Source: an optimization exercise on an open RTL-to-GDS flow (aim: small area). Production flows keep margins and buffers that such runs may drop. In this exercise RTL edits were held to simulation tests only and were not proved equivalent to the original. Power figures rest on the tool's default switching activity, not on a simulated workload.

--- flow/run.sh ---
#!/bin/bash
# synth_recipe.tcl (not shown) runs the flow's synth.tcl, then flattens the netlist and writes it again
# the make line also repeats each setting of config.mk as NAME=value (left out here)
make -C /OpenROAD-flow-scripts/flow DESIGN_CONFIG=/design/flow/config.mk WORK_HOME=/design/flow/orfs CLKGATE_MAP_FILE= SYNTH_SCRIPT=/design/flow/synth_recipe.tcl finish
--- flow/config.mk ---
export PLATFORM = sky130hd
export DESIGN_NAME = lcd114_test
export DESIGN_NICKNAME = lcd114_test
export VERILOG_FILES = /design/flow/design.v
export SDC_FILE = /design/flow/constraint.sdc
export NUM_CORES = 4
export LEC_CHECK = 0
export CAP_MARGIN = 20
export CORE_MARGIN = 2
export CORE_UTILIZATION = 40
export PLACE_DENSITY = 0.6
export SLEW_MARGIN = 20
--- flow/constraint.sdc ---
create_clock -name core_clock -period 10.0 [get_ports {clk}]
set_input_delay 2.0000 -clock core_clock [delete_from_list [all_inputs] [get_ports {clk}]]
set_output_delay 2.0000 -clock core_clock [all_outputs]
set_load 0.01 [all_outputs]
--- flow/design.v ---
`timescale 1ps/1ps
module lcd114_test(
	input clk,  
	input resetn,
	output lcd_resetn,
	output lcd_cs,
	output lcd_rs,
	output lcd_data,
	output lcd_bl
);
assign lcd_bl =1'b1;
localparam MAX_CMDS = 69;
wire [8:0] init_cmd[MAX_CMDS:0];
assign init_cmd[ 0] = 9'h036;
assign init_cmd[ 1] = 9'h170;
assign init_cmd[ 2] = 9'h03A;
assign init_cmd[ 3] = 9'h105;
assign init_cmd[ 4] = 9'h0B2;
assign init_cmd[ 5] = 9'h10C;
assign init_cmd[ 6] = 9'h10C;
assign init_cmd[ 7] = 9'h100;
assign init_cmd[ 8] = 9'h133;
assign init_cmd[ 9] = 9'h133;
assign init_cmd[10] = 9'h0B7;
assign init_cmd[11] = 9'h135;
assign init_cmd[12] = 9'h0BB;
assign init_cmd[13] = 9'h119;
assign init_cmd[14] = 9'h0C0;
assign init_cmd[15] = 9'h12C;
assign init_cmd[16] = 9'h0C2;
assign init_cmd[17] = 9'h101;
assign init_cmd[18] = 9'h0C3;
assign init_cmd[19] = 9'h112;
assign init_cmd[20] = 9'h0C4;
assign init_cmd[21] = 9'h120;
assign init_cmd[22] = 9'h0C6;
assign init_cmd[23] = 9'h10F;
assign init_cmd[24] = 9'h0D0;
assign init_cmd[25] = 9'h1A4;
assign init_cmd[26] = 9'h1A1;
assign init_cmd[27] = 9'h0E0;
assign init_cmd[28] = 9'h1D0;
assign init_cmd[29] = 9'h104;
assign init_cmd[30] = 9'h10D;
assign init_cmd[31] = 9'h111;
assign init_cmd[32] = 9'h113;
assign init_cmd[33] = 9'h12B;
assign init_cmd[34] = 9'h13F;
assign init_cmd[35] = 9'h154;
assign init_cmd[36] = 9'h14C;
assign init_cmd[37] = 9'h118;
assign init_cmd[38] = 9'h10D;
assign init_cmd[39] = 9'h10B;
assign init_cmd[40] = 9'h11F;
assign init_cmd[41] = 9'h123;
assign init_cmd[42] = 9'h0E1;
assign init_cmd[43] = 9'h1D0;
assign init_cmd[44] = 9'h104;
assign init_cmd[45] = 9'h10C;
assign init_cmd[46] = 9'h111;
assign init_cmd[47] = 9'h113;
assign init_cmd[48] = 9'h12C;
assign init_cmd[49] = 9'h13F;
assign init_cmd[50] = 9'h144;
assign init_cmd[51] = 9'h151;
assign init_cmd[52] = 9'h12F;
assign init_cmd[53] = 9'h11F;
assign init_cmd[54] = 9'h11F;
assign init_cmd[55] = 9'h120;
assign init_cmd[56] = 9'h123;
assign init_cmd[57] = 9'h021;
assign init_cmd[58] = 9'h029;
assign init_cmd[59] = 9'h02A;  
assign init_cmd[60] = 9'h100;
assign init_cmd[61] = 9'h128;
assign init_cmd[62] = 9'h101;
assign init_cmd[63] = 9'h117;
assign init_cmd[64] = 9'h02B;  
assign init_cmd[65] = 9'h100;
assign init_cmd[66] = 9'h135;
assign init_cmd[67] = 9'h100;
assign init_cmd[68] = 9'h1BB;
assign init_cmd[69] = 9'h02C;  
localparam INIT_RESET   = 4'b0000;  
localparam INIT_PREPARE = 4'b0001;  
localparam INIT_WAKEUP  = 4'b0010;  
localparam INIT_SNOOZE  = 4'b0011;  
localparam INIT_WORKING = 4'b0100;  
localparam INIT_DONE    = 4'b0101;  
localparam CNT_100MS = 32'd27;
localparam CNT_120MS = 32'd32;
localparam CNT_200MS = 32'd54;
reg [ 3:0] init_state;
reg [ 6:0] cmd_index;
reg [31:0] clk_cnt;
reg [ 4:0] bit_loop;
reg [15:0] pixel_cnt;
reg lcd_cs_r;
reg lcd_rs_r;
reg lcd_reset_r;
reg [7:0] spi_data;
assign lcd_resetn = lcd_reset_r;
assign lcd_cs     = lcd_cs_r;
assign lcd_rs     = lcd_rs_r;
assign lcd_data   = spi_data[7];  
wire [15:0] pixel = (pixel_cnt >= 21600) ? 16'hF800 :
					(pixel_cnt >= 10800) ? 16'h07E0 : 16'h001F;
always@(posedge clk or negedge resetn) begin
	if (~resetn) begin
		clk_cnt <= 0;
		cmd_index <= 0;
		init_state <= INIT_RESET;
		lcd_cs_r <= 1;
		lcd_rs_r <= 1;
		lcd_reset_r <= 0;
		spi_data <= 8'hFF;
		bit_loop <= 0;
		pixel_cnt <= 0;
	end else begin
		case (init_state)
			INIT_RESET : begin
				if (clk_cnt == CNT_100MS) begin
					clk_cnt <= 0;
					init_state <= INIT_PREPARE;
					lcd_reset_r <= 1;
				end else begin
					clk_cnt <= clk_cnt + 1;
				end
			end
			INIT_PREPARE : begin
				if (clk_cnt == CNT_200MS) begin
					clk_cnt <= 0;
					init_state <= INIT_WAKEUP;
				end else begin
					clk_cnt <= clk_cnt + 1;
				end
			end
			INIT_WAKEUP : begin
				if (bit_loop == 0) begin
					lcd_cs_r <= 0;
					lcd_rs_r <= 0;
					spi_data <= 8'h11;  
					bit_loop <= bit_loop + 1;
				end else if (bit_loop == 8) begin
					lcd_cs_r <= 1;
					lcd_rs_r <= 1;
					bit_loop <= 0;
					init_state <= INIT_SNOOZE;
				end else begin
					spi_data <= { spi_data[6:0], 1'b1 };
					bit_loop <= bit_loop + 1;
				end
			end
			INIT_SNOOZE : begin
				if (clk_cnt == CNT_120MS) begin
					clk_cnt <= 0;
					init_state <= INIT_WORKING;
				end else begin
					clk_cnt <= clk_cnt + 1;
				end
			end
			INIT_WORKING : begin
				if (cmd_index == MAX_CMDS + 1) begin
					init_state <= INIT_DONE;
				end else begin
					if (bit_loop == 0) begin
						lcd_cs_r <= 0;
						lcd_rs_r <= init_cmd[cmd_index][8];
						spi_data <= init_cmd[cmd_index][7:0];
						bit_loop <= bit_loop + 1;
					end else if (bit_loop == 8) begin
						lcd_cs_r <= 1;
						lcd_rs_r <= 1;
						bit_loop <= 0;
						cmd_index <= cmd_index + 1;  
					end else begin
						spi_data <= { spi_data[6:0], 1'b1 };
						bit_loop <= bit_loop + 1;
					end
				end
			end
			INIT_DONE : begin
				if (pixel_cnt == 32400) begin
					;  
				end else begin
					if (bit_loop == 0) begin
						lcd_cs_r <= 0;
						lcd_rs_r <= 1;
						spi_data <= pixel[15:8];
						bit_loop <= bit_loop + 1;
					end else if (bit_loop == 8) begin
						spi_data <= pixel[7:0];
						bit_loop <= bit_loop + 1;
					end else if (bit_loop == 16) begin
						lcd_cs_r <= 1;
						lcd_rs_r <= 1;
						bit_loop <= 0;
						pixel_cnt <= pixel_cnt + 1;  
					end else begin
						spi_data <= { spi_data[6:0], 1'b1 };
						bit_loop <= bit_loop + 1;
					end
				end
			end
		endcase
	end
end
endmodule
==> results of run 1 <==
metrics by stage:
stage | std cells | instance area [um2] | setup slack, ns | hold WS, ns
6_report | 813 | 6030 | 6.56 | 0.460
5_1_grt | 813 | 6030 | 6.53 | 0.490
4_1_cts | 813 | 6030 | 6.54 | 0.470
3_5_place_dp | 797 | 5720 | 6.91 | 0.456
3_3_place_gp | 797 | 5720 | 6.91 | 0.448
2_1_floorplan | 654 | 5660 | 7.46 | 0.443
sequential cells by signal, indices dropped and copies added (netlist names):
name and count:
cmd_index 7, spi_data 8, init_state 3, clk_cnt 32
bit_loop 5, lcd_reset_r 1, lcd_cs_r 1, lcd_rs_r 1
pixel_cnt 16
layer usage:
layer,wire [um],vias to the layer above
met5,0,-
met4,434,0
met3,962,42
met2,6480,211
met1,7050,2494
li1,-,2388
report_power, final:
group / switching, uW / leakage [uW] / internal (uW) / total, uW
combinational: 5.90 / 0.00119 / 0.229 / 6.13
sequential: 0 / 0.000973 / 300 / 300
clock: 132 / 0.000149 / 200 / 332
cells by family after synthesis:
group	after synthesis
AND/OR/NAND/NOR	273
XOR/XNOR	52
multiplexers	5
other	1
adder cells (fa/ha/maj)	12
flip-flops	74
AO/OA/AOI/OAI	163
buffers and inverters	74
layout make-up:
type	count	share of cell area (%)
sequential	74	30.9
clock inverter	6	1.08
timing repair buffer	11	1.54
multi-input combinational	506	57.1
inverter	26	1.62
clock buffer	10	3.97
tap	180	3.74
Yosys cell counts, drive strengths merged (4+ instances only):
library cell / count
nor2b: 8
and4: 5
o211ai: 6
ha: 12
inv: 26
nand2b: 14
or3b: 6
clkbuf: 16
nand3: 33
xor2: 11
dfstp: 10
nor3: 22
nand3b: 11
nor2: 42
nand2: 47
dfrtp: 64
mux2i: 5
o22ai: 8
or4b: 5
buf: 32
a21oi: 22
o21a: 5
nor4: 13
o32ai: 6
and3: 12
a31oi: 13
o2bb2ai: 4
a21o: 9
a311oi: 5
xnor2: 41
o21ai: 30
nor3b: 10
a211oi: 10
nand4: 22
worst max-delay path by stage:
stage | startpoint | end | slack (ns)
2_1_floorplan | spi_data[7]$_DFFE_PN1P_ | lcd_data | 7.46
3_3_place_gp | spi_data[7]$_DFFE_PN1P_ | lcd_data | 6.91
5_1_grt | spi_data[7]$_DFFE_PN1P_ | lcd_data | 6.53
6_report | spi_data[7]$_DFFE_PN1P_ | lcd_data | 6.56
4_1_cts | spi_data[7]$_DFFE_PN1P_ | lcd_data | 6.54
3_5_place_dp | spi_data[7]$_DFFE_PN1P_ | lcd_data | 6.91
==> impl_metrics.csv, run 1 <==
group,metric,value,unit
outcome,status,"timing/DRC/antenna clean",
sta,setup_viol,0,
synth,synth_top_family_by_area,"simple AND/OR/NAND/NOR gates",
setup_path,worst-path-buf-inv,1,
clocking,cts_inserted_buffers,9,
placed_design,place_congestion,0.969,
setup_path,r2r-start,"cmd_index[5]$_DFFE_PN0P_",
setup_path,endpoint_kind,"output port",
finish,areaGrowthSynthToFinish,6.48,%
synth,yosysTopAreaCell,"dfrtp_1",
clocking,postCtsHoldBufs,0,
synth,synth_flop_cell,"dfrtp_1",
synth,synth_xor_area_share,8.18,%
sta,fin_skew,0.00821,ns
die,start_util,40.9,%
grt,busiest_layer,"met1",
synth,syn_area_per_cell,8.65,um2
setup_path,worst-endpoint-arrival,1.44,ns
setup_path,crit_family,"flip-flops",
clocking,clockRootBuffer,"clkbuf_16",
worst_hold_path,min_path_type,"flop to flop",
drt,postRouteAntennaNets,0,
grt,grt_pass1_wl,24700,um
worst_hold_path,hold_end,"lcd_reset_r$_DFFE_PN0P_",
drt,drt_iter0_drc,733,
setup_path,critical_path_required,8.00,ns
finish,drive_gt1_share,9.16,%
grt,grt_use_met1,29.3,%
sta,grt_setup_unrepaired,"false",
finish,multi_input_area,0.00344,mm2
grt,grt_antenna_before_repair,0,
synth,synth.area.top_cells,"dfrtp_1 28%, xnor2_1 6.3%, dfstp_2 4.6%",
sta,final-hold-violation-count,0,
setup_path,cpPeakStageDelay,0.56,ns
grt,met2_usage,29.2,%
drt,wire_per_inst,18.4,um
finish,nets,642,
synth,syn_inst,654,
finish,fill_cells,1301,
power,power,638,uW
placed_design,hpwl,10200,um
clocking,tritoncts,"built",
die,ios,7,
synth,synth_edf_count,0,
grt,grt_pass1_vias,4879,
grt,grt_max_degree,75,
drt,vias,5135,
power,cellPowerDensity,106,mW/mm2
setup_path,rr_worst_depth,6,
sta,fmax,0.291,GHz
drt,remaining_drc_errors,0,
synth,ys_seq_area_share,32.9,%
clocking,htree_levels,3,
synth,async_flop_share,100,%
drt,dr.pass1.iters,5,
clocking,cts.clk_slew.worst_paths,0.06,ns
synth,netlist.area_leader.share,28.3,%
power,ir_drop,0.0596,mV
setup_path,crit_fanout,3,
setup_path,cp.depth,1,
flow_run,max_cap_violations,0,
worst_hold_path,worstHoldStart,"lcd_reset_r$_DFFE_PN0P_",
die,die_w,123,um
die,die_height,123,um
placed_design,port-buffer-count,5,
grt,gr-total-overflow,0,
synth,muxShareOfSynthArea,0.884,%
setup_path,timing.rr.end,"spi_data[5]$_DFFE_PN1P_",
setup_path,r2r_slack,6.85,ns
die,die_area,0.0151,mm2
worst_hold_path,holdPathStages,1,
synth,yosys_warnings,1,
synth,synth_fa_ha_area_share,2.65,%
sta,fin_setup_tns,0,ns
synth,synth_compound_area_share,20.8,%
sta,worstMarginPinSlew,1.04,ns
finish,final_cell_mix,"64 x dfrtp_1, 47 x nand2_1, 42 x nor2_1",
die,fp-row-count,43,
power,p_leak,0.00231,uW
clocking,cts_resized,0,
grt,grt_usage,20.5,%
sta,period_share,34.4,%
finish,mostFrequentLayoutCell,"dfrtp_1",
drt,routed_via_density,6.32,
sta,period_needed,3.44,ns
setup_path,start_kind,"flop",
clocking,worst_skew_pair.late_latency,0.34,ns
grt,use_met3,4.57,%
synth,synthesis.nets,668,
drt,routed_wl,14900,um
finish,utilization,43.6,%
setup_path,worst-setup-path-type,"flop to output port",
clocking,cts_sinks,74,
synth,synth.cell_area,0.00566,mm2
synth,synth-seq-cells,74,
clocking,cts_buffer_depth,2,
setup_path,cp_cell_sequence,"clkdlybuf4s50_1",
finish,diodes,0,
setup_path,crit_path_top_delay_cell,"dfstp_2",
die,fp.coreArea,0.0138,mm2
sta,max_slew_margin,30.6,%
finish,seq_area,0.00186,mm2
synth,synthSimpleGateAreaFrac,28.2,%
synth,synth.distinct_cells,86,
sta,finalMaxSlewViolations,0,
clocking,post-cts-setup-buffers,0,
==> run 2, diff against run 1 <==
==> flow/design.v (replaced) <==
module lcd114_test(
	input clk,
	input resetn,
	output lcd_resetn,
	output lcd_cs,
	output lcd_rs,
	output lcd_data,
	output lcd_bl
);
assign lcd_bl = 1'b1;
reg [4:0] b;
reg [14:0] n;
wire [6:0] a = n[6:0];
reg [8:0] ent;
always @* begin
	case (a)
		7'd18: ent = 9'h036;
		7'd19: ent = 9'h170;
		7'd20: ent = 9'h03a;
		7'd21: ent = 9'h105;
		7'd22: ent = 9'h0b2;
		7'd23: ent = 9'h10c;
		7'd24: ent = 9'h10c;
		7'd25: ent = 9'h100;
		7'd26: ent = 9'h133;
		7'd27: ent = 9'h133;
		7'd28: ent = 9'h0b7;
		7'd29: ent = 9'h135;
		7'd30: ent = 9'h0bb;
		7'd31: ent = 9'h119;
		7'd32: ent = 9'h0c0;
		7'd33: ent = 9'h12c;
		7'd34: ent = 9'h0c2;
		7'd35: ent = 9'h101;
		7'd36: ent = 9'h0c3;
		7'd37: ent = 9'h112;
		7'd38: ent = 9'h0c4;
		7'd39: ent = 9'h120;
		7'd40: ent = 9'h0c6;
		7'd41: ent = 9'h10f;
		7'd42: ent = 9'h0d0;
		7'd43: ent = 9'h1a4;
		7'd44: ent = 9'h1a1;
		7'd45: ent = 9'h0e0;
		7'd46: ent = 9'h1d0;
		7'd47: ent = 9'h104;
		7'd48: ent = 9'h10d;
		7'd49: ent = 9'h111;
		7'd50: ent = 9'h113;
		7'd51: ent = 9'h12b;
		7'd52: ent = 9'h13f;
		7'd53: ent = 9'h154;
		7'd54: ent = 9'h14c;
		7'd55: ent = 9'h118;
		7'd56: ent = 9'h10d;
		7'd57: ent = 9'h10b;
		7'd58: ent = 9'h11f;
		7'd59: ent = 9'h123;
		7'd60: ent = 9'h0e1;
		7'd61: ent = 9'h1d0;
		7'd62: ent = 9'h104;
		7'd63: ent = 9'h10c;
		7'd64: ent = 9'h111;
		7'd65: ent = 9'h113;
		7'd66: ent = 9'h12c;
		7'd67: ent = 9'h13f;
		7'd68: ent = 9'h144;
		7'd69: ent = 9'h151;
		7'd70: ent = 9'h12f;
		7'd71: ent = 9'h11f;
		7'd72: ent = 9'h11f;
		7'd73: ent = 9'h120;
		7'd74: ent = 9'h123;
		7'd75: ent = 9'h021;
		7'd76: ent = 9'h029;
		7'd77: ent = 9'h02a;
		7'd78: ent = 9'h100;
		7'd79: ent = 9'h128;
		7'd80: ent = 9'h101;
		7'd81: ent = 9'h117;
		7'd82: ent = 9'h02b;
		7'd83: ent = 9'h100;
		7'd84: ent = 9'h135;
		7'd85: ent = 9'h100;
		7'd86: ent = 9'h1bb;
		7'd87: ent = 9'h02c;
		7'd13: ent = 9'h002;
		7'd14: ent = 9'h040;
		default: ent = 9'h000;
	endcase
end
wire pix = (n >= 15'd88);
wire wake = (a == 7'd13 && b >= 5'd3) || (a == 7'd14 && b <= 5'd1);
wire cmd = (a >= 7'd18) && !b[3];
wire done = (n == 15'd32488);
wire blue = (n < 15'd10888);
wire red = (n >= 15'd21688);
wire pdat = blue ? (b >= 5'd12) : red ? (b <= 5'd5) : (b >= 5'd6 && b <= 5'd11);
assign lcd_cs = pix ? (b == 5'd0 || done) : !(wake | cmd);
assign lcd_rs = pix | ent[8];
assign lcd_data = pix ? pdat : ent[~b[2:0]];
assign lcd_resetn = pix | (a > 7'd7) | (a == 7'd7 && b != 5'd0);
wire wrap = pix ? b[4] : b[3];
always @(posedge clk or negedge resetn) begin
	if (!resetn) begin
		b <= 5'd0;
		n <= 15'd4;
	end else begin
		if (wrap) b <= 5'd0;
		else b <= b + 5'd1;
		if (wrap && !done) n <= n + 15'd1;
	end
end
endmodule
==> impl_metrics.csv, run 2 <==
group,metric,value,unit
outcome,status,"timing/DRC/antenna clean",
drt,routed_via_density,6.40,
finish,drive_gt1_share,6.73,%
sta,fin_skew,0.00943,ns
finish,final_cell_mix,"27 x nand2_1, 23 x a21oi_1, 23 x nor2_1",
sta,period_share,55.3,%
synth,synth_xor_area_share,5.86,%
drt,routed_wl,7000,um
setup_path,critical_path_required,8.00,ns
grt,grt_usage,22.0,%
worst_hold_path,min_path_type,"flop to flop",
placed_design,place_congestion,0.958,
power,ir_drop,0.0492,mV
finish,nets,311,
finish,mostFrequentLayoutCell,"nand2_1",
clocking,post-cts-setup-buffers,0,
setup_path,endpoint_kind,"output port",
synth,synth_compound_area_share,25.2,%
die,fp.coreArea,0.00585,mm2
synth,synth-seq-cells,20,
synth,synth_top_family_by_area,"simple AND/OR/NAND/NOR gates",
drt,dr.pass1.iters,5,
grt,grt_pass1_wl,11300,um
setup_path,worst-endpoint-arrival,3.53,ns
finish,top_register,"n",
drt,wire_per_inst,18.8,um
sta,max_slew_margin,32.3,%
setup_path,timing.rr.end,"n[3]$_DFFE_PN0P_",
synth,synth_edf_count,0,
clocking,postCtsHoldBufs,0,
clocking,cts.clk_slew.worst_paths,0.09,ns
grt,grt_antenna_before_repair,0,
synth,synth.cell_area,0.00239,mm2
sta,period_needed,5.53,ns
synth,synth_fa_ha_area_share,5.76,%
setup_path,start_kind,"flop",
clocking,worst_skew_pair.late_latency,0.26,ns
drt,postRouteAntennaNets,0,
power,p_leak,0.000889,uW
sta,hold_slack,0.598,ns
setup_path,crit_fanout,50,
finish,largest_reg_flops,15,
sta,fmax,0.181,GHz
die,die_height,81.3,um
setup_path,crit_start,"n[2]$_DFFE_PN1P_",
synth,syn_area_per_cell,7.59,um2
die,start_util,40.9,%
synth,netlist.area_leader.share,19.9,%
grt,grt_pass1_vias,2204,
synth,synth.distinct_cells,62,
setup_path,worst-setup-path-type,"flop to output port",
die,fp-row-count,28,
clocking,clockRootBuffer,"clkbuf_8",
die,ios,7,
clocking,cts_resized,0,
sta,final-hold-violation-count,0,
synth,yosys_warnings,1,
finish,areaGrowthSynthToFinish,3.92,%
clocking,htree_levels,1,
synth,synthesis.nets,328,
finish,top_regs,"n: 15 flops, b: 5 flops",
die,die_area,0.00661,mm2
clocking,tritoncts,"built",
synth,ys_seq_area_share,21.0,%
synth,muxShareOfSynthArea,5.86,%
clocking,cts_sinks,20,
synth,synth.area.top_cells,"dfrtp_1 20%, ha_1 5.8%, xnor2_1 5.1%",
setup_path,r2r-start,"n[1]$_DFFE_PN0P_",
drt,remaining_drc_errors,0,
synth,synth_flop_cell,"dfrtp_1",
synth,syn_inst,315,
setup_path,r2r_slack,6.90,ns
sta,grt_setup_unrepaired,"false",
clocking,cts_inserted_buffers,3,
placed_design,hpwl,4870,um
die,die_w,81.3,um
sta,finalMaxSlewViolations,0,
synth,synthSimpleGateAreaFrac,28.8,%
placed_design,port-buffer-count,5,
synth,yosysTopAreaCell,"dfrtp_1",
grt,grt_max_degree,51,
drt,drt_iter0_drc,164,
flow_run,max_cap_violations,0,
finish,diodes,0,
synth,post-synth-top-count-cell,"nand2_1",
grt,gr-total-overflow,0,
drt,vias,2382,
sta,setup_viol,0,
sta,fin_setup_tns,0,ns
clocking,cts_buffer_depth,2,
synth,async_flop_share,100,%
synth,synth_common_cells,"27 x nand2_1, 23 x a21oi_1, 23 x nor2_1",
setup_path,cp-endpoint,"lcd_data",
power,cellPowerDensity,66.3,mW/mm2
sta,worstMarginPinSlew,1.02,ns
setup_path,rr_worst_depth,8,
==> run 2: cell count changes after synthesis, moves of 9 or more <==
cell / before / now
dfrtp_1: 64 / 19
xnor2_1: 41 / 14
nand2_1: 47 / 27
nor2_1: 42 / 23
buf_2: 20 / 3
nand3_1: 32 / 15
nand4_1: 21 / 4
o21ai_0: 28 / 11
inv_1: 26 / 12
nor3_1: 20 / 10
nor3b_1: 10 / 0
dfstp_2: 10 / 1
==> run 2: worst max-delay path, cell delays in order (launching register included) <==
cell             delay (ns)
dfstp_2                1.09
and3b_1                0.26
a2111oi_0              0.81
a31oi_1                0.08
o2111ai_1              0.16
a32oi_1                0.09
a32oi_1                0.21
clkdlybuf4s50_1        0.56
==> run 2: worst min path at each step <==
stage / slack, ns / depth (start not counted) / to / startpoint
after global placement: 0.57 / 1 / n[13]$_DFFE_PN0P_ / n[13]$_DFFE_PN0P_
after floorplan: 0.51 / 1 / n[8]$_DFFE_PN0P_ / n[8]$_DFFE_PN0P_
final: 0.60 / 1 / n[13]$_DFFE_PN0P_ / n[13]$_DFFE_PN0P_
after CTS: 0.60 / 1 / n[13]$_DFFE_PN0P_ / n[13]$_DFFE_PN0P_
after detailed placement: 0.59 / 1 / n[13]$_DFFE_PN0P_ / n[13]$_DFFE_PN0P_
after global routing: 0.62 / 1 / n[13]$_DFFE_PN0P_ / n[13]$_DFFE_PN0P_
==> run 2: cell type report <==
type,count,area (um2)
Fill cell,569,3370
Tap cell,75,93.8
Clock inverter,1,30.0
Sequential cell,20,503
Multi-Input combinational cell,254,1710
Inverter,14,52.6
Timing Repair Buffer,5,50.0
Clock buffer,3,41.3
==> run 2: cells by family (layout without fill, tap and decap cells) <==
kind of cell,Yosys count,count (layout)
and+or+nand+nor,127,127
AOI/OAI and AO/OA,88,88
buffers and inverters,41,23
DFF,20,20
xor gates and xnor gates,16,16
adders and majority gates,11,11
muxes,11,11
other,1,1
==> run 2: report_power, final <==
group | internal, uW | switching (uW) | leakage (uW)
Combinational | 0.343 | 1.73 | 0.000589
Clock | 53.4 | 28.5 | 0.0000357
Sequential | 80.8 | 0 | 0.000265
==> run 2: per-stage QoR <==
| step | instances | setup WS [ns] | utilization (%) | instance area, um2 | power, uW |
|---|---|---|---|---|---|
| floorplan | 315 | 5.76 | - | 2390 | 82.9 |
| global placement | 368 | 4.77 | 41.2 | 2410 | 84.6 |
| detailed placement | 368 | 4.76 | 41.2 | 2410 | 84.6 |
| CTS | 372 | 4.45 | 42.5 | 2480 | 166 |
| global route | 372 | 4.33 | 42.5 | 2480 | 171 |
| finish | 372 | 4.47 | 42.5 | 2480 | 165 |
==> run 2: per-layer routing <==
metal | global-route usage [%] | vias up | part of all wire [%]
met1 | 30.2 | 1115 | 42
met5 | 0 | - | 0
met3 | 3.44 | 20 | 9.3
met2 | 33.8 | 132 | 45
li1 | - | 1115 | -
met4 | 9.83 | 0 | 2.7

what the ideal ports hide:
How much do the figures lean on ideal ports? The routed layouts below were timed once more, with nothing changed but the port constraints.
Step 1, drivers: a clkbuf_16 drives clk and a buf_2 each remaining input, both assumed.
Step 2 moves the port delays by t, midway between the first and last clock arrival at a register: inputs arrive t later, outputs are due t later. That takes back most of the time a late clock gives input paths.
Three values: ideal, step 1, step 2; two values: the first two.
| run | t (ns) | setup WS [ns] | worst setup path at the end | latest minus earliest clock arrival (ns) | pins driven straight from the clock port |
|---|---|---|---|---|---|
| run 1 | 0.370 | 6.560 / 6.526 / 6.852 | register to register | 0.008 / 0.009 | 1 |
| run 2 | 0.284 | 4.475 / 4.445 / 4.730 | register to output | 0.009 / 0.009 | 1 |
After both steps setup and hold are still met in every run listed.
